From an optimization exercise on the open Yosys and OpenROAD flow, aimed at small area and a short achievable clock period; shortcuts taken in it are not production practice. Only simulation tests tie the RTL to the original design; equivalence was not proved.

`config.mk`:
```
export PLATFORM = sky130hd
export DESIGN_NAME = MACRegister
export DESIGN_NICKNAME = MACRegister
export VERILOG_FILES = /design/flow/design.v
export SDC_FILE = /design/flow/constraint.sdc
export NUM_CORES = 4
export LEC_CHECK = 0
export CAP_MARGIN = 20
export CORE_MARGIN = 2
export CORE_UTILIZATION = 55
export CTS_BUF_LIST = sky130_fd_sc_hd__clkbuf_4 sky130_fd_sc_hd__clkbuf_8
export PLACE_DENSITY = 0.75
export SETUP_SLACK_MARGIN = 1.0
export SLEW_MARGIN = 20
export SYNTH_HIERARCHICAL = 1
export SYNTH_MINIMUM_KEEP_SIZE = 0
```
`constraint.sdc`:
```
create_clock -name core_clock -period 19.0 [get_ports {clk}]
set_input_delay 3.8000 -clock core_clock [delete_from_list [all_inputs] [get_ports {clk}]]
set_output_delay 3.8000 -clock core_clock [all_outputs]
set_load 0.01 [all_outputs]
```
`design.v`:
```
`timescale 1ns / 1ps
module HalfAdder(
    input a,
    input b,
    output f,
    output carryOut
    );
    assign f = a ^ b;
    assign carryOut = a & b;
endmodule
module HalfAdderN(
    input an,
    input bn,
    output fn,
    output carryOutN
    );
    Xnor2 x(an, bn, fn);
    Or2 o(an, bn, carryOutN);
endmodule
module Or2(input a, input b, output y);
    assign y = a | b;
endmodule
`timescale 1ns / 1ps
module FullAdder(
    input a,
    input b,
    input carryIn,
    output sum,
    output carryOut
    );
    assign sum = a ^ b ^ carryIn;
    assign carryOut = (a & b) | (a & carryIn) | (b & carryIn);
endmodule
`timescale 1ns / 1ps
module Inv(input a, output y);
    assign y = ~a;
endmodule
module Nand2(input a, input b, output y);
    assign y = ~(a & b);
endmodule
module Nor2(input a, input b, output y);
    assign y = ~(a | b);
endmodule
module Aoi21(input a, input b, input c, output y);
    assign y = ~((a & b) | c);
endmodule
module Oai21(input a, input b, input c, output y);
    assign y = ~((a | b) & c);
endmodule
module Xor2(input a, input b, output y);
    assign y = a ^ b;
endmodule
module Xnor2(input a, input b, output y);
    assign y = ~(a ^ b);
endmodule
module Ao21(input a, input b, input c, output y);
    assign y = (a & b) | c;
endmodule
module Ao22(input a, input b, input c, input d, output y);
    assign y = (a & b) | (c & d);
endmodule
`timescale 1ns / 1ps
module MACRegister(
    input clk,
    input rst,
    input [1:0] opcode,
    input [15:0] a,
    input [15:0] b,
    output [31:0] dataOut
    );
    reg [31:0] register;
    assign dataOut = register;
    wire [31:0] rt = ~register;
    wire pp0_0 = ~(a[0] & b[0]), pp0_1 = ~(a[0] & b[1]), pp0_2 = ~(a[0] & b[2]), pp0_3 = ~(a[0] & b[3]), pp0_4 = ~(a[0] & b[4]), pp0_5 = ~(a[0] & b[5]), pp0_6 = ~(a[0] & b[6]), pp0_7 = ~(a[0] & b[7]), pp0_8 = ~(a[0] & b[8]), pp0_9 = ~(a[0] & b[9]), pp0_10 = ~(a[0] & b[10]), pp0_11 = ~(a[0] & b[11]), pp0_12 = ~(a[0] & b[12]), pp0_13 = ~(a[0] & b[13]), pp0_14 = ~(a[0] & b[14]), pp0_15 = ~(a[0] & b[15]);
    wire pp1_0 = ~(a[1] & b[0]), pp1_1 = ~(a[1] & b[1]), pp1_2 = ~(a[1] & b[2]), pp1_3 = ~(a[1] & b[3]), pp1_4 = ~(a[1] & b[4]), pp1_5 = ~(a[1] & b[5]), pp1_6 = ~(a[1] & b[6]), pp1_7 = ~(a[1] & b[7]), pp1_8 = ~(a[1] & b[8]), pp1_9 = ~(a[1] & b[9]), pp1_10 = ~(a[1] & b[10]), pp1_11 = ~(a[1] & b[11]), pp1_12 = ~(a[1] & b[12]), pp1_13 = ~(a[1] & b[13]), pp1_14 = ~(a[1] & b[14]), pp1_15 = ~(a[1] & b[15]);
    wire pp2_0 = ~(a[2] & b[0]), pp2_1 = ~(a[2] & b[1]), pp2_2 = ~(a[2] & b[2]), pp2_3 = ~(a[2] & b[3]), pp2_4 = ~(a[2] & b[4]), pp2_5 = ~(a[2] & b[5]), pp2_6 = ~(a[2] & b[6]), pp2_7 = ~(a[2] & b[7]), pp2_8 = ~(a[2] & b[8]), pp2_9 = ~(a[2] & b[9]), pp2_10 = ~(a[2] & b[10]), pp2_11 = ~(a[2] & b[11]), pp2_12 = ~(a[2] & b[12]), pp2_13 = ~(a[2] & b[13]), pp2_14 = ~(a[2] & b[14]), pp2_15 = ~(a[2] & b[15]);
    wire pp3_0 = ~(a[3] & b[0]), pp3_1 = ~(a[3] & b[1]), pp3_2 = ~(a[3] & b[2]), pp3_3 = ~(a[3] & b[3]), pp3_4 = ~(a[3] & b[4]), pp3_5 = ~(a[3] & b[5]), pp3_6 = ~(a[3] & b[6]), pp3_7 = ~(a[3] & b[7]), pp3_8 = ~(a[3] & b[8]), pp3_9 = ~(a[3] & b[9]), pp3_10 = ~(a[3] & b[10]), pp3_11 = ~(a[3] & b[11]), pp3_12 = ~(a[3] & b[12]), pp3_13 = ~(a[3] & b[13]), pp3_14 = ~(a[3] & b[14]), pp3_15 = ~(a[3] & b[15]);
    wire pp4_0 = ~(a[4] & b[0]), pp4_1 = ~(a[4] & b[1]), pp4_2 = ~(a[4] & b[2]), pp4_3 = ~(a[4] & b[3]), pp4_4 = ~(a[4] & b[4]), pp4_5 = ~(a[4] & b[5]), pp4_6 = ~(a[4] & b[6]), pp4_7 = ~(a[4] & b[7]), pp4_8 = ~(a[4] & b[8]), pp4_9 = ~(a[4] & b[9]), pp4_10 = ~(a[4] & b[10]), pp4_11 = ~(a[4] & b[11]), pp4_12 = ~(a[4] & b[12]), pp4_13 = ~(a[4] & b[13]), pp4_14 = ~(a[4] & b[14]), pp4_15 = ~(a[4] & b[15]);
    wire pp5_0 = ~(a[5] & b[0]), pp5_1 = ~(a[5] & b[1]), pp5_2 = ~(a[5] & b[2]), pp5_3 = ~(a[5] & b[3]), pp5_4 = ~(a[5] & b[4]), pp5_5 = ~(a[5] & b[5]), pp5_6 = ~(a[5] & b[6]), pp5_7 = ~(a[5] & b[7]), pp5_8 = ~(a[5] & b[8]), pp5_9 = ~(a[5] & b[9]), pp5_10 = ~(a[5] & b[10]), pp5_11 = ~(a[5] & b[11]), pp5_12 = ~(a[5] & b[12]), pp5_13 = ~(a[5] & b[13]), pp5_14 = ~(a[5] & b[14]), pp5_15 = ~(a[5] & b[15]);
    wire pp6_0 = ~(a[6] & b[0]), pp6_1 = ~(a[6] & b[1]), pp6_2 = ~(a[6] & b[2]), pp6_3 = ~(a[6] & b[3]), pp6_4 = ~(a[6] & b[4]), pp6_5 = ~(a[6] & b[5]), pp6_6 = ~(a[6] & b[6]), pp6_7 = ~(a[6] & b[7]), pp6_8 = ~(a[6] & b[8]), pp6_9 = ~(a[6] & b[9]), pp6_10 = ~(a[6] & b[10]), pp6_11 = ~(a[6] & b[11]), pp6_12 = ~(a[6] & b[12]), pp6_13 = ~(a[6] & b[13]), pp6_14 = ~(a[6] & b[14]), pp6_15 = ~(a[6] & b[15]);
    wire pp7_0 = ~(a[7] & b[0]), pp7_1 = ~(a[7] & b[1]), pp7_2 = ~(a[7] & b[2]), pp7_3 = ~(a[7] & b[3]), pp7_4 = ~(a[7] & b[4]), pp7_5 = ~(a[7] & b[5]), pp7_6 = ~(a[7] & b[6]), pp7_7 = ~(a[7] & b[7]), pp7_8 = ~(a[7] & b[8]), pp7_9 = ~(a[7] & b[9]), pp7_10 = ~(a[7] & b[10]), pp7_11 = ~(a[7] & b[11]), pp7_12 = ~(a[7] & b[12]), pp7_13 = ~(a[7] & b[13]), pp7_14 = ~(a[7] & b[14]), pp7_15 = ~(a[7] & b[15]);
    wire pp8_0 = ~(a[8] & b[0]), pp8_1 = ~(a[8] & b[1]), pp8_2 = ~(a[8] & b[2]), pp8_3 = ~(a[8] & b[3]), pp8_4 = ~(a[8] & b[4]), pp8_5 = ~(a[8] & b[5]), pp8_6 = ~(a[8] & b[6]), pp8_7 = ~(a[8] & b[7]), pp8_8 = ~(a[8] & b[8]), pp8_9 = ~(a[8] & b[9]), pp8_10 = ~(a[8] & b[10]), pp8_11 = ~(a[8] & b[11]), pp8_12 = ~(a[8] & b[12]), pp8_13 = ~(a[8] & b[13]), pp8_14 = ~(a[8] & b[14]), pp8_15 = ~(a[8] & b[15]);
    wire pp9_0 = ~(a[9] & b[0]), pp9_1 = ~(a[9] & b[1]), pp9_2 = ~(a[9] & b[2]), pp9_3 = ~(a[9] & b[3]), pp9_4 = ~(a[9] & b[4]), pp9_5 = ~(a[9] & b[5]), pp9_6 = ~(a[9] & b[6]), pp9_7 = ~(a[9] & b[7]), pp9_8 = ~(a[9] & b[8]), pp9_9 = ~(a[9] & b[9]), pp9_10 = ~(a[9] & b[10]), pp9_11 = ~(a[9] & b[11]), pp9_12 = ~(a[9] & b[12]), pp9_13 = ~(a[9] & b[13]), pp9_14 = ~(a[9] & b[14]), pp9_15 = ~(a[9] & b[15]);
    wire pp10_0 = ~(a[10] & b[0]), pp10_1 = ~(a[10] & b[1]), pp10_2 = ~(a[10] & b[2]), pp10_3 = ~(a[10] & b[3]), pp10_4 = ~(a[10] & b[4]), pp10_5 = ~(a[10] & b[5]), pp10_6 = ~(a[10] & b[6]), pp10_7 = ~(a[10] & b[7]), pp10_8 = ~(a[10] & b[8]), pp10_9 = ~(a[10] & b[9]), pp10_10 = ~(a[10] & b[10]), pp10_11 = ~(a[10] & b[11]), pp10_12 = ~(a[10] & b[12]), pp10_13 = ~(a[10] & b[13]), pp10_14 = ~(a[10] & b[14]), pp10_15 = ~(a[10] & b[15]);
    wire pp11_0 = ~(a[11] & b[0]), pp11_1 = ~(a[11] & b[1]), pp11_2 = ~(a[11] & b[2]), pp11_3 = ~(a[11] & b[3]), pp11_4 = ~(a[11] & b[4]), pp11_5 = ~(a[11] & b[5]), pp11_6 = ~(a[11] & b[6]), pp11_7 = ~(a[11] & b[7]), pp11_8 = ~(a[11] & b[8]), pp11_9 = ~(a[11] & b[9]), pp11_10 = ~(a[11] & b[10]), pp11_11 = ~(a[11] & b[11]), pp11_12 = ~(a[11] & b[12]), pp11_13 = ~(a[11] & b[13]), pp11_14 = ~(a[11] & b[14]), pp11_15 = ~(a[11] & b[15]);
    wire pp12_0 = ~(a[12] & b[0]), pp12_1 = ~(a[12] & b[1]), pp12_2 = ~(a[12] & b[2]), pp12_3 = ~(a[12] & b[3]), pp12_4 = ~(a[12] & b[4]), pp12_5 = ~(a[12] & b[5]), pp12_6 = ~(a[12] & b[6]), pp12_7 = ~(a[12] & b[7]), pp12_8 = ~(a[12] & b[8]), pp12_9 = ~(a[12] & b[9]), pp12_10 = ~(a[12] & b[10]), pp12_11 = ~(a[12] & b[11]), pp12_12 = ~(a[12] & b[12]), pp12_13 = ~(a[12] & b[13]), pp12_14 = ~(a[12] & b[14]), pp12_15 = ~(a[12] & b[15]);
    wire pp13_0 = ~(a[13] & b[0]), pp13_1 = ~(a[13] & b[1]), pp13_2 = ~(a[13] & b[2]), pp13_3 = ~(a[13] & b[3]), pp13_4 = ~(a[13] & b[4]), pp13_5 = ~(a[13] & b[5]), pp13_6 = ~(a[13] & b[6]), pp13_7 = ~(a[13] & b[7]), pp13_8 = ~(a[13] & b[8]), pp13_9 = ~(a[13] & b[9]), pp13_10 = ~(a[13] & b[10]), pp13_11 = ~(a[13] & b[11]), pp13_12 = ~(a[13] & b[12]), pp13_13 = ~(a[13] & b[13]), pp13_14 = ~(a[13] & b[14]), pp13_15 = ~(a[13] & b[15]);
    wire pp14_0 = ~(a[14] & b[0]), pp14_1 = ~(a[14] & b[1]), pp14_2 = ~(a[14] & b[2]), pp14_3 = ~(a[14] & b[3]), pp14_4 = ~(a[14] & b[4]), pp14_5 = ~(a[14] & b[5]), pp14_6 = ~(a[14] & b[6]), pp14_7 = ~(a[14] & b[7]), pp14_8 = ~(a[14] & b[8]), pp14_9 = ~(a[14] & b[9]), pp14_10 = ~(a[14] & b[10]), pp14_11 = ~(a[14] & b[11]), pp14_12 = ~(a[14] & b[12]), pp14_13 = ~(a[14] & b[13]), pp14_14 = ~(a[14] & b[14]), pp14_15 = ~(a[14] & b[15]);
    wire pp15_0 = ~(a[15] & b[0]), pp15_1 = ~(a[15] & b[1]), pp15_2 = ~(a[15] & b[2]), pp15_3 = ~(a[15] & b[3]), pp15_4 = ~(a[15] & b[4]), pp15_5 = ~(a[15] & b[5]), pp15_6 = ~(a[15] & b[6]), pp15_7 = ~(a[15] & b[7]), pp15_8 = ~(a[15] & b[8]), pp15_9 = ~(a[15] & b[9]), pp15_10 = ~(a[15] & b[10]), pp15_11 = ~(a[15] & b[11]), pp15_12 = ~(a[15] & b[12]), pp15_13 = ~(a[15] & b[13]), pp15_14 = ~(a[15] & b[14]), pp15_15 = ~(a[15] & b[15]);
    wire s1, c2, s3, c4, s5, c6, s7, c8, s9, c10, s11, c12, s13, c14, s15, c16;
    wire s17, c18, s19, c20, s21, c22, s23, c24, s25, c26, s27, c28, s29, c30, s31, c32;
    wire s33, c34, s35, c36, s37, c38, s39, c40, s41, c42, s43, c44, s45, c46, s47, c48;
    wire s49, c50, s51, c52, s53, c54, s55, c56, s57, c58, s59, c60, s61, c62, s63, c64;
    wire s65, c66, s67, c68, s69, c70, s71, c72, s73, c74, s75, c76, s77, c78, s79, c80;
    wire s81, c82, s83, c84, s85, c86, s87, c88, s89, c90, s91, c92, s93, c94, s95, c96;
    wire s97, c98, s99, c100, s101, c102, s103, c104, s105, c106, s107, c108, s109, c110, s111, c112;
    wire s113, c114, s115, c116, s117, c118, s119, c120, s121, c122, s123, c124, s125, c126, s127, c128;
    wire s129, c130, s131, c132, s133, c134, s135, c136, s137, c138, s139, c140, s141, c142, s143, c144;
    wire s145, c146, s147, c148, s149, c150, s151, c152, s153, c154, s155, c156, s157, c158, s159, c160;
    wire s161, c162, s163, c164, s165, c166, s167, c168, s169, c170, s171, c172, s173, c174, s175, c176;
    wire s177, c178, s179, c180, s181, c182, s183, c184, s185, c186, s187, c188, s189, c190, s191, c192;
    wire s193, c194, s195, c196, s197, c198, s199, c200, s201, c202, s203, c204, s205, c206, s207, c208;
    wire s209, c210, s211, c212, s213, c214, s215, c216, s217, c218, s219, c220, s221, c222, s223, c224;
    wire s225, c226, s227, c228, s229, c230, s231, c232, s233, c234, s235, c236, s237, c238, s239, c240;
    wire s241, c242, s243, c244, s245, c246, s247, c248, s249, c250, s251, c252, s253, c254, s255, c256;
    wire s257, c258, s259, c260, s261, c262, s263, c264, s265, c266, s267, c268, s269, c270, s271, c272;
    wire s273, c274, s275, c276, s277, c278, s279, c280, s281, c282, s283, c284, s285, c286, s287, c288;
    wire s289, c290, s291, c292, s293, c294, s295, c296, s297, c298, s299, c300, s301, c302, s303, c304;
    wire s305, c306, s307, c308, s309, c310, s311, c312, s313, c314, s315, c316, s317, c318, s319, c320;
    wire s321, c322, s323, c324, s325, c326, s327, c328, s329, c330, s331, c332, s333, c334, s335, c336;
    wire s337, c338, s339, c340, s341, c342, s343, c344, s345, c346, s347, c348, s349, c350, s351, c352;
    wire s353, c354, s355, c356, s357, c358, s359, c360, s361, c362, s363, c364, s365, c366, s367, c368;
    wire s369, c370, s371, c372, s373, c374, s375, c376, s377, c378, s379, c380, s381, c382, s383, c384;
    wire s385, c386, s387, c388, s389, c390, s391, c392, s393, c394, s395, c396, s397, c398, s399, c400;
    wire s401, c402, s403, c404, s405, c406, s407, c408, s409, c410, s411, c412, s413, c414, s415, c416;
    wire s417, c418, s419, c420, s421, c422, s423, c424, s425, c426, s427, c428, s429, c430, s431, c432;
    wire s433, c434, s435, c436, s437, c438, s439, c440, s441, c442, s443, c444, s445, c446, s447, c448;
    wire s449, c450, s451, c452, s453, c454, s455, c456, s457, c458, s459, c460, s461, c462, s463, c464;
    wire s465, c466, s467, c468, s469, c470, s471, c472, s473, c474, s475, c476, s477, c478, s479, c480;
    wire s481, c482, s483, c484, s485, c486, s487, c488, s489, c490, s491, c492;
    HalfAdderN ha0(rt[12], pp0_12, s1, c2);
    FullAdder fa0(rt[13], pp0_13, pp10_3, s3, c4);
    HalfAdderN ha1(pp11_2, pp12_1, s5, c6);
    FullAdder fa1(rt[14], pp0_14, pp10_4, s7, c8);
    FullAdder fa2(pp11_3, pp12_2, pp13_1, s9, c10);
    HalfAdderN ha2(pp14_0, pp1_13, s11, c12);
    FullAdder fa3(rt[15], pp0_15, pp10_5, s13, c14);
    FullAdder fa4(pp11_4, pp12_3, pp13_2, s15, c16);
    FullAdder fa5(pp14_1, pp15_0, pp1_14, s17, c18);
    HalfAdderN ha3(pp2_13, pp3_12, s19, c20);
    FullAdder fa6(rt[16], pp10_6, pp11_5, s21, c22);
    FullAdder fa7(pp12_4, pp13_3, pp14_2, s23, c24);
    FullAdder fa8(pp15_1, pp1_15, pp2_14, s25, c26);
    HalfAdderN ha4(pp3_13, pp4_12, s27, c28);
    FullAdder fa9(rt[17], pp10_7, pp11_6, s29, c30);
    FullAdder fa10(pp12_5, pp13_4, pp14_3, s31, c32);
    FullAdder fa11(pp15_2, pp2_15, pp3_14, s33, c34);
    FullAdder fa12(rt[18], pp10_8, pp11_7, s35, c36);
    FullAdder fa13(pp12_6, pp13_5, pp14_4, s37, c38);
    FullAdder fa14(rt[19], pp10_9, pp11_8, s39, c40);
    HalfAdderN ha5(rt[8], pp0_8, s41, c42);
    FullAdder fa15(rt[9], pp0_9, pp1_8, s43, c44);
    HalfAdderN ha6(pp2_7, pp3_6, s45, c46);
    FullAdder fa16(rt[10], pp0_10, pp10_0, s47, c48);
    FullAdder fa17(pp1_9, pp2_8, pp3_7, s49, c50);
    HalfAdderN ha7(pp4_6, pp5_5, s51, c52);
    FullAdder fa18(rt[11], pp0_11, pp10_1, s53, c54);
    FullAdder fa19(pp11_0, pp1_10, pp2_9, s55, c56);
    FullAdder fa20(pp3_8, pp4_7, pp5_6, s57, c58);
    HalfAdderN ha8(pp6_5, pp7_4, s59, c60);
    FullAdder fa21(pp10_2, pp11_1, pp12_0, s61, c62);
    FullAdder fa22(pp1_11, pp2_10, pp3_9, s63, c64);
    FullAdder fa23(pp4_8, pp5_7, pp6_6, s65, c66);
    FullAdder fa24(pp7_5, pp8_4, pp9_3, s67, c68);
    FullAdder fa25(pp13_0, pp1_12, pp2_11, s69, c70);
    FullAdder fa26(pp3_10, pp4_9, pp5_8, s71, c72);
    FullAdder fa27(pp6_7, pp7_6, pp8_5, s73, c74);
    FullAdder fa28(pp9_4, c2, s5, s75, c76);
    FullAdder fa29(pp2_12, pp3_11, pp4_10, s77, c78);
    FullAdder fa30(pp5_9, pp6_8, pp7_7, s79, c80);
    FullAdder fa31(pp8_6, pp9_5, c6, s81, c82);
    FullAdder fa32(s11, c4, s7, s83, c84);
    FullAdder fa33(pp4_11, pp5_10, pp6_9, s85, c86);
    FullAdder fa34(pp7_8, pp8_7, pp9_6, s87, c88);
    FullAdder fa35(c12, s19, c8, s89, c90);
    FullAdder fa36(c10, s13, s15, s91, c92);
    FullAdder fa37(pp5_11, pp6_10, pp7_9, s93, c94);
    FullAdder fa38(pp8_8, pp9_7, c20, s95, c96);
    FullAdder fa39(s27, c14, c16, s97, c98);
    FullAdder fa40(c18, s21, s23, s99, c100);
    FullAdder fa41(pp4_13, pp5_12, pp6_11, s101, c102);
    FullAdder fa42(pp7_10, pp8_9, pp9_8, s103, c104);
    FullAdder fa43(c28, c22, c24, s105, c106);
    FullAdder fa44(c26, s29, s31, s107, c108);
    FullAdder fa45(pp15_3, pp3_15, pp4_14, s109, c110);
    FullAdder fa46(pp5_13, pp6_12, pp7_11, s111, c112);
    FullAdder fa47(pp8_10, pp9_9, c30, s113, c114);
    FullAdder fa48(c32, c34, s35, s115, c116);
    FullAdder fa49(pp12_7, pp13_6, pp14_5, s117, c118);
    FullAdder fa50(pp15_4, pp4_15, pp5_14, s119, c120);
    FullAdder fa51(pp6_13, pp7_12, pp8_11, s121, c122);
    FullAdder fa52(pp9_10, c36, c38, s123, c124);
    FullAdder fa53(rt[20], pp10_10, pp11_9, s125, c126);
    FullAdder fa54(pp12_8, pp13_7, pp14_6, s127, c128);
    FullAdder fa55(pp15_5, pp5_15, pp6_14, s129, c130);
    FullAdder fa56(pp7_13, pp8_12, pp9_11, s131, c132);
    FullAdder fa57(rt[21], pp10_11, pp11_10, s133, c134);
    FullAdder fa58(pp12_9, pp13_8, pp14_7, s135, c136);
    FullAdder fa59(pp15_6, pp6_15, pp7_14, s137, c138);
    FullAdder fa60(rt[22], pp10_12, pp11_11, s139, c140);
    FullAdder fa61(pp12_10, pp13_9, pp14_8, s141, c142);
    FullAdder fa62(rt[23], pp10_13, pp11_12, s143, c144);
    HalfAdderN ha9(rt[5], pp0_5, s145, c146);
    FullAdder fa63(rt[6], pp0_6, pp1_5, s147, c148);
    HalfAdderN ha10(pp2_4, pp3_3, s149, c150);
    FullAdder fa64(rt[7], pp0_7, pp1_6, s151, c152);
    FullAdder fa65(pp2_5, pp3_4, pp4_3, s153, c154);
    HalfAdderN ha11(pp5_2, pp6_1, s155, c156);
    FullAdder fa66(pp1_7, pp2_6, pp3_5, s157, c158);
    FullAdder fa67(pp4_4, pp5_3, pp6_2, s159, c160);
    FullAdder fa68(pp7_1, pp8_0, s41, s161, c162);
    FullAdder fa69(pp4_5, pp5_4, pp6_3, s163, c164);
    FullAdder fa70(pp7_2, pp8_1, pp9_0, s165, c166);
    FullAdder fa71(c42, s45, s43, s167, c168);
    FullAdder fa72(pp6_4, pp7_3, pp8_2, s169, c170);
    FullAdder fa73(pp9_1, c46, s51, s171, c172);
    FullAdder fa74(c44, s47, s49, s173, c174);
    FullAdder fa75(pp8_3, pp9_2, c52, s175, c176);
    FullAdder fa76(s59, c48, c50, s177, c178);
    FullAdder fa77(s53, s55, s57, s179, c180);
    FullAdder fa78(c60, s1, c54, s181, c182);
    FullAdder fa79(c56, c58, s61, s183, c184);
    FullAdder fa80(s63, s65, s67, s185, c186);
    FullAdder fa81(c62, c64, c66, s187, c188);
    FullAdder fa82(c68, s3, s69, s189, c190);
    FullAdder fa83(s71, s73, s75, s191, c192);
    FullAdder fa84(c70, c72, c74, s193, c194);
    FullAdder fa85(s77, s79, s9, s195, c196);
    FullAdder fa86(c76, s81, s83, s197, c198);
    FullAdder fa87(c78, c80, s17, s199, c200);
    FullAdder fa88(s85, s87, c82, s201, c202);
    FullAdder fa89(c84, s89, s91, s203, c204);
    FullAdder fa90(c86, c88, s25, s205, c206);
    FullAdder fa91(s93, s95, c90, s207, c208);
    FullAdder fa92(s97, c92, s99, s209, c210);
    FullAdder fa93(c94, s101, s103, s211, c212);
    FullAdder fa94(s33, c96, c98, s213, c214);
    FullAdder fa95(s105, c100, s107, s215, c216);
    FullAdder fa96(c102, c104, s109, s217, c218);
    FullAdder fa97(s111, s37, c106, s219, c220);
    FullAdder fa98(s113, c108, s115, s221, c222);
    FullAdder fa99(c110, c112, s39, s223, c224);
    FullAdder fa100(s117, s119, s121, s225, c226);
    FullAdder fa101(c114, s123, c116, s227, c228);
    FullAdder fa102(c40, c118, c120, s229, c230);
    FullAdder fa103(c122, s125, s127, s231, c232);
    FullAdder fa104(s129, s131, c124, s233, c234);
    FullAdder fa105(pp8_13, pp9_12, c126, s235, c236);
    FullAdder fa106(c128, c130, c132, s237, c238);
    FullAdder fa107(s133, s135, s137, s239, c240);
    FullAdder fa108(pp15_7, pp7_15, pp8_14, s241, c242);
    FullAdder fa109(pp9_13, c134, c136, s243, c244);
    FullAdder fa110(c138, s139, s141, s245, c246);
    FullAdder fa111(pp12_11, pp13_10, pp14_9, s247, c248);
    FullAdder fa112(pp15_8, pp8_15, pp9_14, s249, c250);
    FullAdder fa113(c140, c142, s143, s251, c252);
    FullAdder fa114(rt[24], pp10_14, pp11_13, s253, c254);
    FullAdder fa115(pp12_12, pp13_11, pp14_10, s255, c256);
    FullAdder fa116(pp15_9, pp9_15, c144, s257, c258);
    FullAdder fa117(rt[25], pp10_15, pp11_14, s259, c260);
    FullAdder fa118(pp12_13, pp13_12, pp14_11, s261, c262);
    FullAdder fa119(rt[26], pp11_15, pp12_14, s263, c264);
    HalfAdderN ha12(rt[3], pp0_3, s265, c266);
    FullAdder fa120(rt[4], pp0_4, pp1_3, s267, c268);
    HalfAdderN ha13(pp2_2, pp3_1, s269, c270);
    FullAdder fa121(pp1_4, pp2_3, pp3_2, s271, c272);
    FullAdder fa122(pp4_1, pp5_0, s145, s273, c274);
    FullAdder fa123(pp4_2, pp5_1, pp6_0, s275, c276);
    FullAdder fa124(c146, s149, s147, s277, c278);
    FullAdder fa125(pp7_0, c150, s155, s279, c280);
    FullAdder fa126(c148, s151, s153, s281, c282);
    FullAdder fa127(c156, c152, c154, s283, c284);
    FullAdder fa128(s157, s159, s161, s285, c286);
    FullAdder fa129(c158, c160, s163, s287, c288);
    FullAdder fa130(s165, c162, s167, s289, c290);
    FullAdder fa131(c164, c166, s169, s291, c292);
    FullAdder fa132(s171, c168, s173, s293, c294);
    FullAdder fa133(c170, c172, s175, s295, c296);
    FullAdder fa134(c174, s177, s179, s297, c298);
    FullAdder fa135(c176, c178, s181, s299, c300);
    FullAdder fa136(c180, s183, s185, s301, c302);
    FullAdder fa137(c182, c184, c186, s303, c304);
    FullAdder fa138(s187, s189, s191, s305, c306);
    FullAdder fa139(c188, c190, s193, s307, c308);
    FullAdder fa140(s195, c192, s197, s309, c310);
    FullAdder fa141(c194, c196, s199, s311, c312);
    FullAdder fa142(s201, c198, s203, s313, c314);
    FullAdder fa143(c200, s205, c202, s315, c316);
    FullAdder fa144(s207, c204, s209, s317, c318);
    FullAdder fa145(c206, s211, c208, s319, c320);
    FullAdder fa146(s213, c210, s215, s321, c322);
    FullAdder fa147(c212, s217, c214, s323, c324);
    FullAdder fa148(s219, c216, s221, s325, c326);
    FullAdder fa149(c218, s223, s225, s327, c328);
    FullAdder fa150(c220, c222, s227, s329, c330);
    FullAdder fa151(c224, s229, c226, s331, c332);
    FullAdder fa152(s231, s233, c228, s333, c334);
    FullAdder fa153(s235, c230, c232, s335, c336);
    FullAdder fa154(s237, s239, c234, s337, c338);
    FullAdder fa155(s241, c236, s243, s339, c340);
    FullAdder fa156(c238, c240, s245, s341, c342);
    FullAdder fa157(c242, s247, s249, s343, c344);
    FullAdder fa158(c244, c246, s251, s345, c346);
    FullAdder fa159(c248, c250, s253, s347, c348);
    FullAdder fa160(s255, s257, c252, s349, c350);
    FullAdder fa161(pp15_10, c254, c256, s351, c352);
    FullAdder fa162(s259, s261, c258, s353, c354);
    FullAdder fa163(pp13_13, pp14_12, pp15_11, s355, c356);
    FullAdder fa164(c260, c262, s263, s357, c358);
    FullAdder fa165(rt[27], pp12_15, pp13_14, s359, c360);
    FullAdder fa166(pp14_13, pp15_12, c264, s361, c362);
    FullAdder fa167(rt[28], pp13_15, pp14_14, s363, c364);
    HalfAdderN ha14(rt[2], pp0_2, s365, c366);
    FullAdder fa168(pp1_2, pp2_1, pp3_0, s367, c368);
    FullAdder fa169(pp4_0, c266, s269, s369, c370);
    FullAdder fa170(c270, c268, s271, s371, c372);
    FullAdder fa171(c272, s275, c274, s373, c374);
    FullAdder fa172(c276, s279, c278, s375, c376);
    FullAdder fa173(c280, c282, s283, s377, c378);
    FullAdder fa174(c284, s287, c286, s379, c380);
    FullAdder fa175(c288, s291, c290, s381, c382);
    FullAdder fa176(c292, s295, c294, s383, c384);
    FullAdder fa177(c296, s299, c298, s385, c386);
    FullAdder fa178(c300, c302, s303, s387, c388);
    FullAdder fa179(c304, s307, c306, s389, c390);
    FullAdder fa180(c308, s311, c310, s391, c392);
    FullAdder fa181(c312, s315, c314, s393, c394);
    FullAdder fa182(c316, s319, c318, s395, c396);
    FullAdder fa183(c320, s323, c322, s397, c398);
    FullAdder fa184(s327, c324, c326, s399, c400);
    FullAdder fa185(c328, s331, c330, s401, c402);
    FullAdder fa186(s335, c332, s337, s403, c404);
    FullAdder fa187(c336, s339, s341, s405, c406);
    FullAdder fa188(s343, c340, c342, s407, c408);
    FullAdder fa189(c344, s347, c346, s409, c410);
    FullAdder fa190(s351, c348, s353, s411, c412);
    FullAdder fa191(s355, c352, s357, s413, c414);
    FullAdder fa192(c356, s359, s361, s415, c416);
    FullAdder fa193(pp15_13, c360, s363, s417, c418);
    FullAdder fa194(rt[29], pp14_15, pp15_14, s419, c420);
    HalfAdderN ha15(rt[1], pp0_1, s421, c422);
    FullAdder fa195(pp1_1, pp2_0, s365, s423, c424);
    FullAdder fa196(c366, s265, s367, s425, c426);
    FullAdder fa197(c368, s267, s369, s427, c428);
    FullAdder fa198(c370, s273, s371, s429, c430);
    FullAdder fa199(c372, s277, s373, s431, c432);
    FullAdder fa200(s281, c374, s375, s433, c434);
    FullAdder fa201(c376, s285, s377, s435, c436);
    FullAdder fa202(c378, s289, s379, s437, c438);
    FullAdder fa203(s293, c380, s381, s439, c440);
    FullAdder fa204(s297, c382, s383, s441, c442);
    FullAdder fa205(s301, c384, s385, s443, c444);
    FullAdder fa206(s305, c386, s387, s445, c446);
    FullAdder fa207(c388, s309, s389, s447, c448);
    FullAdder fa208(s313, c390, s391, s449, c450);
    FullAdder fa209(s317, c392, s393, s451, c452);
    FullAdder fa210(s321, c394, s395, s453, c454);
    FullAdder fa211(s325, c396, s397, s455, c456);
    FullAdder fa212(s329, c398, s399, s457, c458);
    FullAdder fa213(s333, c400, s401, s459, c460);
    FullAdder fa214(c334, s403, c402, s461, c462);
    FullAdder fa215(c338, s405, c404, s463, c464);
    FullAdder fa216(s345, c406, s407, s465, c466);
    FullAdder fa217(s349, c408, s409, s467, c468);
    FullAdder fa218(c350, s411, c410, s469, c470);
    FullAdder fa219(c354, s413, c412, s471, c472);
    FullAdder fa220(c358, c414, s415, s473, c474);
    FullAdder fa221(c362, s417, c416, s475, c476);
    FullAdder fa222(c364, s419, c418, s477, c478);
    FullAdder fa223(rt[30], pp15_15, c420, s479, c480);
    HalfAdderN ha16(rt[0], pp0_0, s481, c482);
    FullAdder fa224(pp1_0, c482, s421, s483, c484);
    FullAdder fa225(c422, c484, s423, s485, c486);
    FullAdder fa226(c424, s425, c486, s487, c488);
    FullAdder fa227(c426, s427, c488, s489, c490);
    FullAdder fa228(c428, s429, c490, s491, c492);
    wire [31:0] x = {c480, c478, c476, c474, c472, c470, c468, c466, c464, c462, c460, c458, c456, c454, c452, c450, c448, c446, c444, c442, c440, c438, c436, c434, c432, c430, s491, s489, s487, s485, s483, s481};
    wire [31:0] y = {rt[31], s479, s477, s475, s473, s471, s469, s467, s465, s463, s461, s459, s457, s455, s453, s451, s449, s447, s445, s443, s441, s439, s437, s435, s433, s431, 1'b1, 1'b1, 1'b1, 1'b1, 1'b1, 1'b1};
    wire n493, n494, n495, n496, n497, n498, n499, n500, n501, n502, n503, n504, n505, n506, n507, n508, n509, n510, n511, n512, n513, n514, n515, n516, n517, n518, n519, n520, n521, n522, n523, n524, n525, n526, n527, n528, n529, n530, n531, n532, n533, n534, n535, n536, n537, n538, n539, n540, n541, n542, n543, n544, n545, n546, n547, n548, n549, n550, n551, n552, n553, n554, n555, n556, n557, n558, n559, n560, n561, n562, n563, n564, n565, n566, n567, n568, n569, n570, n571, n572, n573, n574, n575, n576, n577, n578, n579, n580, n581, n582, n583, n584, n585, n586, n587, n588, n589, n590, n591, n592, n593, n594, n595, n596, n597, n598, n599, n600, n601, n602, n603, n604, n605, n606, n607, n608, n609, n610, n611, n612, n613, n614, n615, n616, n617, n618, n619, n620, n621, n622, n623, n624, n625, n626, n627, n628, n629, n630, n631, n632, n633, n634, n635, n636, n637, n638, n639, n640, n641, n642, n643, n644, n645, n646, n647, n648, n649, n650, n651, n652, n653, n654, n655, n656, n657, n658, n659, n660, n661, n662, n663, n664, n665, n666, n667, n668, n669, n670, n671, n672, n673, n674, n675, n676, n677, n678, n679, n680, n681, n682, n683, n684, n685, n686, n687, n688, n689, n690, n691, n692, n693, n694, n695, n696, n697, n698, n699, n700, n701, n702, n703, n704, n705, n706, n707, n708;
    Xor2 u_n493(x[6], y[6], n493);
    Nand2 u_n494(x[6], y[6], n494);
    Nor2 u_n495(x[6], y[6], n495);
    Inv u_n496(c492, n496);
    Oai21 u_n497(n495, n496, n494, n497);
    Xor2 u_n498(x[7], y[7], n498);
    Nand2 u_n499(x[7], y[7], n499);
    Nor2 u_n500(x[7], y[7], n500);
    Xor2 u_n501(x[8], y[8], n501);
    Nand2 u_n502(x[8], y[8], n502);
    Nor2 u_n503(x[8], y[8], n503);
    Xor2 u_n504(x[9], y[9], n504);
    Nand2 u_n505(x[9], y[9], n505);
    Nor2 u_n506(x[9], y[9], n506);
    Xor2 u_n507(x[10], y[10], n507);
    Nand2 u_n508(x[10], y[10], n508);
    Nor2 u_n509(x[10], y[10], n509);
    Xor2 u_n510(x[11], y[11], n510);
    Nand2 u_n511(x[11], y[11], n511);
    Nor2 u_n512(x[11], y[11], n512);
    Xor2 u_n513(x[12], y[12], n513);
    Nand2 u_n514(x[12], y[12], n514);
    Nor2 u_n515(x[12], y[12], n515);
    Xor2 u_n516(x[13], y[13], n516);
    Nand2 u_n517(x[13], y[13], n517);
    Nor2 u_n518(x[13], y[13], n518);
    Xor2 u_n519(x[14], y[14], n519);
    Nand2 u_n520(x[14], y[14], n520);
    Nor2 u_n521(x[14], y[14], n521);
    Xor2 u_n522(x[15], y[15], n522);
    Nand2 u_n523(x[15], y[15], n523);
    Nor2 u_n524(x[15], y[15], n524);
    Xor2 u_n525(x[16], y[16], n525);
    Nand2 u_n526(x[16], y[16], n526);
    Nor2 u_n527(x[16], y[16], n527);
    Xor2 u_n528(x[17], y[17], n528);
    Nand2 u_n529(x[17], y[17], n529);
    Nor2 u_n530(x[17], y[17], n530);
    Xor2 u_n531(x[18], y[18], n531);
    Nand2 u_n532(x[18], y[18], n532);
    Nor2 u_n533(x[18], y[18], n533);
    Xor2 u_n534(x[19], y[19], n534);
    Nand2 u_n535(x[19], y[19], n535);
    Nor2 u_n536(x[19], y[19], n536);
    Xor2 u_n537(x[20], y[20], n537);
    Nand2 u_n538(x[20], y[20], n538);
    Nor2 u_n539(x[20], y[20], n539);
    Xor2 u_n540(x[21], y[21], n540);
    Nand2 u_n541(x[21], y[21], n541);
    Nor2 u_n542(x[21], y[21], n542);
    Xor2 u_n543(x[22], y[22], n543);
    Nand2 u_n544(x[22], y[22], n544);
    Nor2 u_n545(x[22], y[22], n545);
    Xor2 u_n546(x[23], y[23], n546);
    Nand2 u_n547(x[23], y[23], n547);
    Nor2 u_n548(x[23], y[23], n548);
    Xor2 u_n549(x[24], y[24], n549);
    Nand2 u_n550(x[24], y[24], n550);
    Nor2 u_n551(x[24], y[24], n551);
    Xor2 u_n552(x[25], y[25], n552);
    Nand2 u_n553(x[25], y[25], n553);
    Nor2 u_n554(x[25], y[25], n554);
    Xor2 u_n555(x[26], y[26], n555);
    Nand2 u_n556(x[26], y[26], n556);
    Nor2 u_n557(x[26], y[26], n557);
    Xor2 u_n558(x[27], y[27], n558);
    Nand2 u_n559(x[27], y[27], n559);
    Nor2 u_n560(x[27], y[27], n560);
    Xor2 u_n561(x[28], y[28], n561);
    Nand2 u_n562(x[28], y[28], n562);
    Nor2 u_n563(x[28], y[28], n563);
    Xor2 u_n564(x[29], y[29], n564);
    Nand2 u_n565(x[29], y[29], n565);
    Nor2 u_n566(x[29], y[29], n566);
    Xor2 u_n567(x[30], y[30], n567);
    Nand2 u_n568(x[30], y[30], n568);
    Nor2 u_n569(x[30], y[30], n569);
    Xor2 u_n570(x[31], y[31], n570);
    Nand2 u_n571(x[31], y[31], n571);
    Nor2 u_n572(x[31], y[31], n572);
    Inv u_n573(n497, n573);
    Oai21 u_n574(n500, n573, n499, n574);
    Oai21 u_n575(n506, n502, n505, n575);
    Nor2 u_n576(n506, n503, n576);
    Oai21 u_n577(n512, n508, n511, n577);
    Nor2 u_n578(n512, n509, n578);
    Oai21 u_n579(n518, n514, n517, n579);
    Nor2 u_n580(n518, n515, n580);
    Oai21 u_n581(n524, n520, n523, n581);
    Nor2 u_n582(n524, n521, n582);
    Oai21 u_n583(n530, n526, n529, n583);
    Nor2 u_n584(n530, n527, n584);
    Oai21 u_n585(n536, n532, n535, n585);
    Nor2 u_n586(n536, n533, n586);
    Oai21 u_n587(n542, n538, n541, n587);
    Nor2 u_n588(n542, n539, n588);
    Oai21 u_n589(n548, n544, n547, n589);
    Nor2 u_n590(n548, n545, n590);
    Oai21 u_n591(n554, n550, n553, n591);
    Nor2 u_n592(n554, n551, n592);
    Oai21 u_n593(n560, n556, n559, n593);
    Nor2 u_n594(n560, n557, n594);
    Oai21 u_n595(n566, n562, n565, n595);
    Nor2 u_n596(n566, n563, n596);
    Oai21 u_n597(n572, n568, n571, n597);
    Nor2 u_n598(n572, n569, n598);
    Inv u_n599(n574, n599);
    Oai21 u_n600(n503, n599, n502, n600);
    Aoi21 u_n601(n576, n574, n575, n601);
    Inv u_n602(n577, n602);
    Oai21 u_n603(n515, n602, n514, n603);
    Inv u_n604(n578, n604);
    Nor2 u_n605(n515, n604, n605);
    Aoi21 u_n606(n580, n577, n579, n606);
    Nand2 u_n607(n580, n578, n607);
    Inv u_n608(n581, n608);
    Oai21 u_n609(n527, n608, n526, n609);
    Inv u_n610(n582, n610);
    Nor2 u_n611(n527, n610, n611);
    Aoi21 u_n612(n584, n581, n583, n612);
    Nand2 u_n613(n584, n582, n613);
    Inv u_n614(n585, n614);
    Oai21 u_n615(n539, n614, n538, n615);
    Inv u_n616(n586, n616);
    Nor2 u_n617(n539, n616, n617);
    Aoi21 u_n618(n588, n585, n587, n618);
    Nand2 u_n619(n588, n586, n619);
    Inv u_n620(n589, n620);
    Oai21 u_n621(n551, n620, n550, n621);
    Inv u_n622(n590, n622);
    Nor2 u_n623(n551, n622, n623);
    Aoi21 u_n624(n592, n589, n591, n624);
    Nand2 u_n625(n592, n590, n625);
    Inv u_n626(n593, n626);
    Oai21 u_n627(n563, n626, n562, n627);
    Inv u_n628(n594, n628);
    Nor2 u_n629(n563, n628, n629);
    Aoi21 u_n630(n596, n593, n595, n630);
    Nand2 u_n631(n596, n594, n631);
    Oai21 u_n632(n509, n601, n508, n632);
    Inv u_n633(n601, n633);
    Aoi21 u_n634(n578, n633, n577, n634);
    Aoi21 u_n635(n605, n633, n603, n635);
    Oai21 u_n636(n607, n601, n606, n636);
    Oai21 u_n637(n533, n612, n532, n637);
    Nor2 u_n638(n533, n613, n638);
    Inv u_n639(n612, n639);
    Aoi21 u_n640(n586, n639, n585, n640);
    Inv u_n641(n613, n641);
    Nand2 u_n642(n586, n641, n642);
    Aoi21 u_n643(n617, n639, n615, n643);
    Nand2 u_n644(n617, n641, n644);
    Oai21 u_n645(n619, n612, n618, n645);
    Nor2 u_n646(n619, n613, n646);
    Oai21 u_n647(n557, n624, n556, n647);
    Nor2 u_n648(n557, n625, n648);
    Inv u_n649(n624, n649);
    Aoi21 u_n650(n594, n649, n593, n650);
    Inv u_n651(n625, n651);
    Nand2 u_n652(n594, n651, n652);
    Aoi21 u_n653(n629, n649, n627, n653);
    Nand2 u_n654(n629, n651, n654);
    Oai21 u_n655(n631, n624, n630, n655);
    Nor2 u_n656(n631, n625, n656);
    Inv u_n657(n636, n657);
    Oai21 u_n658(n521, n657, n520, n658);
    Aoi21 u_n659(n582, n636, n581, n659);
    Aoi21 u_n660(n611, n636, n609, n660);
    Oai21 u_n661(n613, n657, n612, n661);
    Aoi21 u_n662(n638, n636, n637, n662);
    Oai21 u_n663(n642, n657, n640, n663);
    Oai21 u_n664(n644, n657, n643, n664);
    Aoi21 u_n665(n646, n636, n645, n665);
    Inv u_n666(n655, n666);
    Oai21 u_n667(n569, n666, n568, n667);
    Inv u_n668(n656, n668);
    Nor2 u_n669(n569, n668, n669);
    Aoi21 u_n670(n598, n655, n597, n670);
    Nand2 u_n671(n598, n656, n671);
    Oai21 u_n672(n545, n665, n544, n672);
    Inv u_n673(n665, n673);
    Aoi21 u_n674(n590, n673, n589, n674);
    Aoi21 u_n675(n623, n673, n621, n675);
    Oai21 u_n676(n625, n665, n624, n676);
    Aoi21 u_n677(n648, n673, n647, n677);
    Oai21 u_n678(n652, n665, n650, n678);
    Oai21 u_n679(n654, n665, n653, n679);
    Aoi21 u_n680(n656, n673, n655, n680);
    Aoi21 u_n681(n669, n673, n667, n681);
    Oai21 u_n682(n671, n665, n670, n682);
    wire sM = ~rst & (opcode == 2'd2);
    wire sL = ~rst & (opcode == 2'd1);
    wire sH = ~rst & (opcode[0] == opcode[1]);
    wire [31:0] other, nxt;
    Ao22 u_o0(sL, b[0], sH, register[0], other[0]);
    Ao22 u_o1(sL, b[1], sH, register[1], other[1]);
    Ao22 u_o2(sL, b[2], sH, register[2], other[2]);
    Ao22 u_o3(sL, b[3], sH, register[3], other[3]);
    Ao22 u_o4(sL, b[4], sH, register[4], other[4]);
    Ao22 u_o5(sL, b[5], sH, register[5], other[5]);
    Ao22 u_o6(sL, b[6], sH, register[6], other[6]);
    Ao22 u_o7(sL, b[7], sH, register[7], other[7]);
    Ao22 u_o8(sL, b[8], sH, register[8], other[8]);
    Ao22 u_o9(sL, b[9], sH, register[9], other[9]);
    Ao22 u_o10(sL, b[10], sH, register[10], other[10]);
    Ao22 u_o11(sL, b[11], sH, register[11], other[11]);
    Ao22 u_o12(sL, b[12], sH, register[12], other[12]);
    Ao22 u_o13(sL, b[13], sH, register[13], other[13]);
    Ao22 u_o14(sL, b[14], sH, register[14], other[14]);
    Ao22 u_o15(sL, b[15], sH, register[15], other[15]);
    Ao22 u_o16(sL, a[0], sH, register[16], other[16]);
    Ao22 u_o17(sL, a[1], sH, register[17], other[17]);
    Ao22 u_o18(sL, a[2], sH, register[18], other[18]);
    Ao22 u_o19(sL, a[3], sH, register[19], other[19]);
    Ao22 u_o20(sL, a[4], sH, register[20], other[20]);
    Ao22 u_o21(sL, a[5], sH, register[21], other[21]);
    Ao22 u_o22(sL, a[6], sH, register[22], other[22]);
    Ao22 u_o23(sL, a[7], sH, register[23], other[23]);
    Ao22 u_o24(sL, a[8], sH, register[24], other[24]);
    Ao22 u_o25(sL, a[9], sH, register[25], other[25]);
    Ao22 u_o26(sL, a[10], sH, register[26], other[26]);
    Ao22 u_o27(sL, a[11], sH, register[27], other[27]);
    Ao22 u_o28(sL, a[12], sH, register[28], other[28]);
    Ao22 u_o29(sL, a[13], sH, register[29], other[29]);
    Ao22 u_o30(sL, a[14], sH, register[30], other[30]);
    Ao22 u_o31(sL, a[15], sH, register[31], other[31]);
    assign nxt[0] = (sM & ~x[0]) | other[0];
    assign nxt[1] = (sM & ~x[1]) | other[1];
    assign nxt[2] = (sM & ~x[2]) | other[2];
    assign nxt[3] = (sM & ~x[3]) | other[3];
    assign nxt[4] = (sM & ~x[4]) | other[4];
    assign nxt[5] = (sM & ~x[5]) | other[5];
    Xnor2 u_n683(n493, c492, n683);
    Ao21 u_d6(sM, n683, other[6], nxt[6]);
    Xnor2 u_n684(n498, n497, n684);
    Ao21 u_d7(sM, n684, other[7], nxt[7]);
    Xnor2 u_n685(n501, n574, n685);
    Ao21 u_d8(sM, n685, other[8], nxt[8]);
    Xnor2 u_n686(n504, n600, n686);
    Ao21 u_d9(sM, n686, other[9], nxt[9]);
    Xor2 u_n687(n507, n601, n687);
    Ao21 u_d10(sM, n687, other[10], nxt[10]);
    Xnor2 u_n688(n510, n632, n688);
    Ao21 u_d11(sM, n688, other[11], nxt[11]);
    Xor2 u_n689(n513, n634, n689);
    Ao21 u_d12(sM, n689, other[12], nxt[12]);
    Xor2 u_n690(n516, n635, n690);
    Ao21 u_d13(sM, n690, other[13], nxt[13]);
    Xnor2 u_n691(n519, n636, n691);
    Ao21 u_d14(sM, n691, other[14], nxt[14]);
    Xnor2 u_n692(n522, n658, n692);
    Ao21 u_d15(sM, n692, other[15], nxt[15]);
    Xor2 u_n693(n525, n659, n693);
    Ao21 u_d16(sM, n693, other[16], nxt[16]);
    Xor2 u_n694(n528, n660, n694);
    Ao21 u_d17(sM, n694, other[17], nxt[17]);
    Xnor2 u_n695(n531, n661, n695);
    Ao21 u_d18(sM, n695, other[18], nxt[18]);
    Xor2 u_n696(n534, n662, n696);
    Ao21 u_d19(sM, n696, other[19], nxt[19]);
    Xnor2 u_n697(n537, n663, n697);
    Ao21 u_d20(sM, n697, other[20], nxt[20]);
    Xnor2 u_n698(n540, n664, n698);
    Ao21 u_d21(sM, n698, other[21], nxt[21]);
    Xor2 u_n699(n543, n665, n699);
    Ao21 u_d22(sM, n699, other[22], nxt[22]);
    Xnor2 u_n700(n546, n672, n700);
    Ao21 u_d23(sM, n700, other[23], nxt[23]);
    Xor2 u_n701(n549, n674, n701);
    Ao21 u_d24(sM, n701, other[24], nxt[24]);
    Xor2 u_n702(n552, n675, n702);
    Ao21 u_d25(sM, n702, other[25], nxt[25]);
    Xnor2 u_n703(n555, n676, n703);
    Ao21 u_d26(sM, n703, other[26], nxt[26]);
    Xor2 u_n704(n558, n677, n704);
    Ao21 u_d27(sM, n704, other[27], nxt[27]);
    Xnor2 u_n705(n561, n678, n705);
    Ao21 u_d28(sM, n705, other[28], nxt[28]);
    Xnor2 u_n706(n564, n679, n706);
    Ao21 u_d29(sM, n706, other[29], nxt[29]);
    Xor2 u_n707(n567, n680, n707);
    Ao21 u_d30(sM, n707, other[30], nxt[30]);
    Xor2 u_n708(n570, n681, n708);
    Ao21 u_d31(sM, n708, other[31], nxt[31]);
    always @ (posedge clk)
        register <= nxt;
endmodule
```
`flow/run.sh`:
```
#!/bin/bash
# Standard ORFS layout, with buf_2 port buffers, and timing repair aiming for 11 ns of
# setup slack at the design's clock period (i.e. a tighter internal target).
set -euo pipefail
bash standard.sh "BUFFER_PORTS_ARGS=-buffer_cell sky130_fd_sc_hd__buf_2" "SETUP_SLACK_MARGIN=11" finish > make_finish.log 2>&1
```
`standard.sh`:
```
#!/bin/bash
# synth_recipe.tcl (not shown) runs the flow's synth.tcl, then flattens the netlist and writes it again
# the make line also repeats each setting of config.mk as NAME=value (left out here)
make -C /OpenROAD-flow-scripts/flow DESIGN_CONFIG=/design/flow/config.mk WORK_HOME=/design/flow/orfs CLKGATE_MAP_FILE= SYNTH_SCRIPT=/design/flow/synth_recipe.tcl "${@:-finish}"
```
==> results of run 1 <==
## layout by cell type (no fill, tap or decap), types with 28 or more instances in the layout
cell,count
xor2_1,37
fa_1,208
buf_2,35
nand2_1,276
dfxtp_1,32
xnor2_1,31
nor2_1,34
inv_1,55
a22o_1,32
o21ai_1,28
## per-module statistics from Yosys (local to each module, per instance), a selection
module	flops+latches	copies in the design	cells	cell area (um2)
Nor2	0	46	1	3.754
MACRegister	32	1	398	2504
Aoi21	0	21	1	8.758
Xor2	0	38	1	8.758
Ao22	0	32	1	8.758
Nand2	0	34	1	3.754
## per-stage QoR
step                hold slack [ns]  setup slack (ns)
floorplan                    0.6041             10.92
global placement             0.5506             10.17
detailed placement           0.5550             10.09
CTS                          0.5806             11.00
global route                 0.6065             10.93
finish                       0.5789             11.07
## worst max-delay path, delay by kind of cell
family	cells	cell delay, ns
compound gates	5	0.75
xor+xnor	1	0.17
fa+ha+maj	5	2.47
buf+inv	3	0.44
simple gates	3	0.53
## metal layers
metal  global-route usage (%)  wire length [um]  vias up  share of wire, %
li1                         -                 -     2886                 -
met1                    36.52              9088     3437                40
met2                    44.85             11100      280                49
met3                    5.037              1733       57               7.6
met4                    11.17               755        0               3.3
met5                        0                 0        -                 0
## how the worst max path moves through the flow
stage	from	endpoint	cells past startpoint
5_1_grt	b[12]	register[25]	17
2_1_floorplan	a[11]	register[27]	18
6_report	b[12]	register[22]	17
3_3_place_gp	a[0]	register[30]	19
3_5_place_dp	a[1]	register[24]	16
4_1_cts	a[15]	register[30]	17
## layout make-up
type | instances | area [um2]
Tap cell | 216 | 270.3
Inverter | 57 | 214.0
Sequential cell | 32 | 640.6
Timing Repair Buffer | 82 | 747.0
Multi-Input combinational cell | 775 | 7735
Fill cell | 1336 | 6240
Clock buffer | 7 | 96.34
## kinds of logic (layout without fill, tap and decap cells)
| kind of cell | after synthesis | in the layout |
|---|---|---|
| xor gates and xnor gates | 69 | 69 |
| DFF | 32 | 32 |
| buffers and inverters | 121 | 146 |
| AOI/OAI and AO/OA | 119 | 119 |
| adders and majority gates | 231 | 231 |
| and+or+nand+nor | 356 | 356 |
## what timing repair did
action / in CTS / in global routing
buffers inserted: 2 / 11
resized for setup: 50 / 77
hold buffers: 0 / 0
setup endpoints to repair: 18 / 14
pin swaps: 2 / 13
==> metrics.md, run 1 <==
| Metric | Value |
|---|---|
| Count leader, synth | `nand2_1` |
| WHS Endpoint | `register[7]` |
| Clock period minus worst slack | `7.935 ns` |
| R2r setup slk | `~14 ns` |
| Die Ht | `132 um` |
| Syn_nets | `about 1200` |
| Synth top area share | `between 50% and 60%` |
| Yosys cell types | `20` |
| Post-DRT Antenna Nets | `0` |
| Final Non-Filler Cells | `1169` |
| Top Registers | `register (32)` |
| Layout cell share with drive strength beyond 1 | `between 15 and 20%` |
| Setup violators final | `0` |
| Worst-path cell chain | `buf_6 -> nand2_1 -> or2_1 -> fa_1 -> fa_1 -> fa_1 -> fa_1 -> fa_2 -> nand2_2 -> o21ai_4 -> a21oi_4 -> o21ai_4 -> a21oi_4 -> buf_6 -> buf_4 -> xor2_2 -> a21o_1` |
| Reg2reg path depth | `16` |
| Initial drt markers | `~540` |
| Worst hold path class | `register to register` |
| Final net count | `roughly 1200` |
| Cell area after layout | `just under 10000 um2` |
| Slew Limit Fails | `0` |
| Hold Path Origin | `register[7]` |
| Clock-pin slew on the worst setup and hold paths | `approximately 0.09 ns` |
| Drt wl/cell | `~19 um` |
| Worst-margin pin slew | `roughly 1.1 ns` |
| Startpoint Class | `input port` |
| Final setup TNS | `0 ns` |
| Largest net degree at the start of global routing | `33` |
| XOR/XNOR Fraction of Synth Area | `around 6.7%` |
| Final hold vios | `0` |
| Arrival time worst endpoint | `8.17 ns` |
| Synth Area in Adders | `between 50% and 60%` |
| Mapped cell area | `approximately 9000 um2` |
| Placed cell area | `between 9000 and 10000 um2` |
| Biggest register | `register` |
| Crit path top cell by count | `fa_1` |
| Total grt overflow | `0` |
| Post-synthesis sequential area ratio | `~7%` |
| Rows | `46` |
| DRT Pass-1 Iters | `5` |
| Max-cap violations | `0` |
| Fmax | `~130 MHz` |
| Final WL | `22.68 mm` |
| Total CTS buffers | `5` |
| Post-Synth Simple-Gate Area | `15.55%` |
| Skew final | `0.01104 ns` |
| Root Buffer Master | `clkbuf_8` |
| Main combinational cell family by area after synthesis | `adder cells` |
| Worst Path Max Fanout | `17` |
| Longest Clk Path Bufs | `2` |
| Global placer's final weighted congestion | `0.8910` |
| Vias in the first global route | `around 7000` |
| Post-synth EDFFs | `0` |
| Prevailing post-synth register cell | `dfxtp_1` |
| Htree depth | `2` |
| Max_slew headroom | `approximately 28%` |
| TritonCTS clock tree | `yes` |
| WHS Path Cells | `2` |
| Die Wd | `132 um` |
| Worst path required time | `19.23 ns` |
| Buffers on Ports | `67` |
| Final Util | `around three fifths` |
| Diode count | `0` |
| Core ar. | `15940 um2` |
| DR vias | `6660` |
| Compound-cell area share of the yosys netlist | `under 10%` |
| Starting Density | `between 50 and 60%` |
| Synth Warn # | `7` |
| Dpl hpwl | `16.86 mm` |
| Synth-to-Final Area Change | `7.678%` |
| First-pass GRT wire length | `37.21 mm` |
| Post-synthesis register bit count | `32` |
| Worst setup path category | `input port to register` |
| Dpl cells | `around 1100` |
| Clock latency on the worst-skew pair | `~0.33 ns` |
| Reg-to-Reg End | `register[22]` |
| Cells after Synth | `about 930` |
| Synth top cells by count | `nand2_1, fa_1, inv_1, nor2_1, buf_6` |
| Max reg flops | `32` |
| Post-synth top area cell | `fa_1` |
| RSZ-0062 raised after global routing | `true` |
| Avg Inst Size Synth | `9.710 um2` |
| Top post-synthesis cells by area | `fa_1, nand2_1, dfxtp_1, buf_6, xor2_1` |
| Critical Path Slowest Stage Cell | `fa_2` |
| Worst R2R Start | `register[15]` |
| Final worst-path cycle share | `a little over two fifths` |
| # DRC | `0` |
| Multiplexer share of the synthesized area | `0%` |
| Die ar. | `about 17000 um2` |
| Status | `finished clean` |
| Via density | `5.697` |
| Crit end category | `register` |
| Initial antenna violation count | `0` |
| Total track usage | `a little over a quarter` |
| Ports | `approximately 70` |
| Max incr delay on CP | `a little over 0.6 ns` |
| Clk sinks | `32` |
| Async SR Flop Fraction | `0%` |
==> run 2, diff against run 1 <==
==> flow/run.sh (replaced) <==
#!/bin/bash
# Standard ORFS layout, with buf_2 port buffers, and timing repair aiming for 10.75 ns of
# setup slack at the design's clock period (i.e. a tighter internal target).
set -euo pipefail
bash standard.sh "BUFFER_PORTS_ARGS=-buffer_cell sky130_fd_sc_hd__buf_2" "SETUP_SLACK_MARGIN=10.75" finish > make_finish.log 2>&1
==> run 2 against run 1 <==
  * Largest cell class unchanged
  * Sequential share of layout area grew 0.31 points
  * Still clean
  * Flip-flop and latch count stayed put
  * Utilization is 2.8 points lower
  * Via count shrank 0.74%
  * Critical endpoint is now register[28]
  * Hold slack worse by 0.0026 ns
  * Wire length is 1.3% lower
  * Register-to-register slack worse by 0.07 ns
  * Final area down 4.5%
==> metrics.md, run 2 <==
| Metric | Value |
|---|---|
| Initial antenna violation count | `0` |
| Die Wd | `between 100 and 150 um` |
| Max_slew headroom | `66.54%` |
| Clock-pin slew on the worst setup and hold paths | `~0.080 ns` |
| Buffers on Ports | `67` |
| Post-DRT Antenna Nets | `0` |
| Top post-synthesis cells by area | `fa_1, nand2_1, dfxtp_1, buf_6, xor2_1` |
| Cells after Synth | `928` |
| Die Ht | `132 um` |
| WHS Path Cells | `2` |
| Skew final | `0.009434 ns` |
| Initial drt markers | `slightly above 500` |
| Synth Warn # | `7` |
| Arrival time worst endpoint | `approximately 8.3 ns` |
| Mapped cell area | `between 9000 and 10000 um2` |
| Slew Limit Fails | `0` |
| Crit end category | `register` |
| Synth Area in Adders | `roughly 51%` |
| Commonest non-fill, non-tap cells in the layout | `nand2_1, fa_1, inv_1` |
| Post-Place Worst Slack | `9.975 ns` |
| Post-synthesis sequential area ratio | `under 10%` |
| Reg2reg path depth | `16` |
| Synth top cells by count | `nand2_1, fa_1, inv_1, nor2_1, buf_6` |
| DR vias | `6611` |
| Diode count | `0` |
| Worst setup path category | `input port to register` |
| Synth-to-Final Area Change | `2.805%` |
| Async SR Flop Fraction | `0%` |
| Setup violators final | `0` |
| Max reg flops | `32` |
| Worst Setup Slack, final | `approximately 11 ns` |
| Worst Path Max Fanout | `17` |
| Multi-input gate area | `7533 um2` |
| Fillers | `1396` |
| XOR/XNOR Fraction of Synth Area | `6.706%` |
| Total track usage | `between 20 and 30%` |
| Final net count | `between 1000 and 1500` |
| Syn_nets | `around 1200` |
| Final setup TNS | `0 ns` |
| Longest Clk Path Bufs | `2` |
| Dpl hpwl | `roughly 17 mm` |
| Compound-cell area share of the yosys netlist | `between 9 and 10%` |
| DRT Pass-1 Iters | `5` |
| Clk sinks | `32` |
| Die ar. | `roughly 17000 um2` |
| Post-Synth Simple-Gate Area | `between 10% and 20%` |
| Via density | `5.689` |
| Hold_ws | `roughly 0.58 ns` |
| Prevailing post-synth register cell | `dfxtp_1` |
| Post-synth top area cell | `fa_1` |
| Final worst-path cycle share | `42.71%` |
| First-pass GRT wire length | `~37 mm` |
| Multiplexer share of the synthesized area | `0%` |
| Worst hold path class | `register to register` |
| Biggest register | `register` |
| Final hold vios | `0` |
| Cts hold-fix bufs | `0` |
| Worst-margin pin slew | `around 0.50 ns` |
| Core ar. | `15940 um2` |
| Top Registers | `register (32)` |
| Status | `finished clean` |
| Drt wl/cell | `19.26 um` |
| Post-synthesis register bit count | `32` |
| Vias in the first global route | `6983` |
| Most common cell after layout, fill and taps aside | `nand2_1` |
| Startpoint Class | `input port` |
| Layout cell share with drive strength beyond 1 | `approximately 13%` |
| TritonCTS clock tree | `yes` |
| Count leader, synth | `nand2_1` |
| Final WL | `22.38 mm` |
| Ports | `68` |
| Post-synth EDFFs | `0` |
| Rows | `46` |
| Yosys cell types | `20` |
| Clock latency on the worst-skew pair | `0.32 ns` |
| Starting Density | `between 50% and 60%` |
| Worst path required time | `between 15 and 20 ns` |
| Total CTS buffers | `5` |
| Largest net degree at the start of global routing | `33` |
| Root Buffer Master | `clkbuf_8` |
| # DRC | `0` |
| Htree depth | `2` |
| Avg Inst Size Synth | `a little under 10 um2` |
| Max-cap violations | `0` |
| RSZ-0062 raised after global routing | `false` |
| Total grt overflow | `0` |
| Fmax | `around 120 MHz` |
| Global placer's final weighted congestion | `0.8903` |
| Synth top area share | `between 50% and 60%` |
| Sequential cell area | `roughly 640 um2` |
| Clock period minus worst slack | `8.115 ns` |
| Main combinational cell family by area after synthesis | `adder cells` |
[run 2: cell counts after synthesis]
No cell type changed its count.
[run 2: critical path, cell delays in order]
cell     delay, ns
buf_4         0.24
nand2_1       0.12
fa_1          0.48
fa_1          0.53
fa_1          0.43
fa_1          0.39
fa_1          0.46
fa_1          0.55
nor2_1        0.10
nor2_2        0.20
nand2_1       0.12
nor2_2        0.17
a21oi_4       0.10
buf_4         0.16
o21ai_1       0.19
xnor2_1       0.11
a21o_1        0.16
[run 2: cell type report]
class / instances / share of cell area, %
clock buffer: 6 / 0.8239
timing repair buffer: 75 / 5.659
tap: 216 / 2.917
multi-input combinational: 775 / 81.32
inverter: 57 / 2.310
sequential: 32 / 6.915
clock inverter: 1 / 0.05402
[run 2: repair_timing]
action                     in CTS  in global routing
setup endpoints to repair      10                 11
gates cloned                    0                  0
setup buffers                   2                  2
pin swaps                       0                  5
resized for setup              23                 35
hold endpoints to repair        0                  0
[run 2: logic make-up (layout without fill, tap and decap cells)]
kind of cell               Yosys count  count (layout)
and+or+nand+nor                    356             356
adders and majority gates          231             231
buffers and inverters              121             139
AOI/OAI and AO/OA                  119             119
xor gates and xnor gates            69              69
DFF                                 32              32
[run 2: worst paths after layout]
path	startpoint	to	slack [ns]
max	b[6]	register[28]	10.89
min	register[29]	register[29]	0.58
max reg2reg	register[15]	register[28]	14.15
min reg2reg	register[29]	register[29]	0.58
[run 2: per-module statistics from Yosys (local to each module, per instance), excerpt]
module / flops+latches / cells inside / times used
MACRegister: 32 / 398 / 1
Nor2: 0 / 1 / 46
Or2: 0 / 1 / 17
Oai21: 0 / 1 / 34
Ao21: 0 / 1 / 26
Xnor2: 0 / 1 / 31
Ao22: 0 / 1 / 32
Aoi21: 0 / 1 / 21
[run 2: metrics by stage]
stage          utilization (%)  cells  area, um2
6_report                 58.11   1162       9264
5_1_grt                  58.11   1162       9264
4_1_cts                  57.34   1160       9141
3_5_place_dp             56.36   1151       8985
3_3_place_gp             56.36   1151       8985
2_1_floorplan                -    928       9011
[run 2: metal layers]
metal / global-route usage [%] / up-vias / part of all wire (%)
met4: 10.99 / 0 / 4.4
li1: - / 2862 / -
met1: 36.69 / 3367 / 40
met3: 6.421 / 70 / 8.4
met2: 43.84 / 312 / 48
met5: 0 / - / 0

separate check: timing with driven ports:
Ports are ideal in the flow. The routed layouts listed here were re-timed in OpenROAD.
Step 1, drivers: a clkbuf_16 drives clk and a buf_2 each remaining input, both assumed.
Step 2 adds t to the input delays and takes it off the output delays; t is the mean of the earliest and latest rising clock arrival at the registers after step 1. Input paths then give back, and output paths get back, about the clock's delay inside the block.
a / b / c = ideal ports / drivers / drivers and shift; a / b = the first two.
run	t, ns	setup WS [ns]	hold slack, ns
run 1	0.368	11.065 / 11.051 / 10.683	0.579 / 0.579 / 0.579
run 2	0.359	10.885 / 10.894 / 10.535	0.576 / 0.576 / 0.576
After both steps every run listed still meets setup and hold. The setup slack of run 1, which loses most, moves by -0.014 ns with the drivers and by -0.382 ns with both steps.
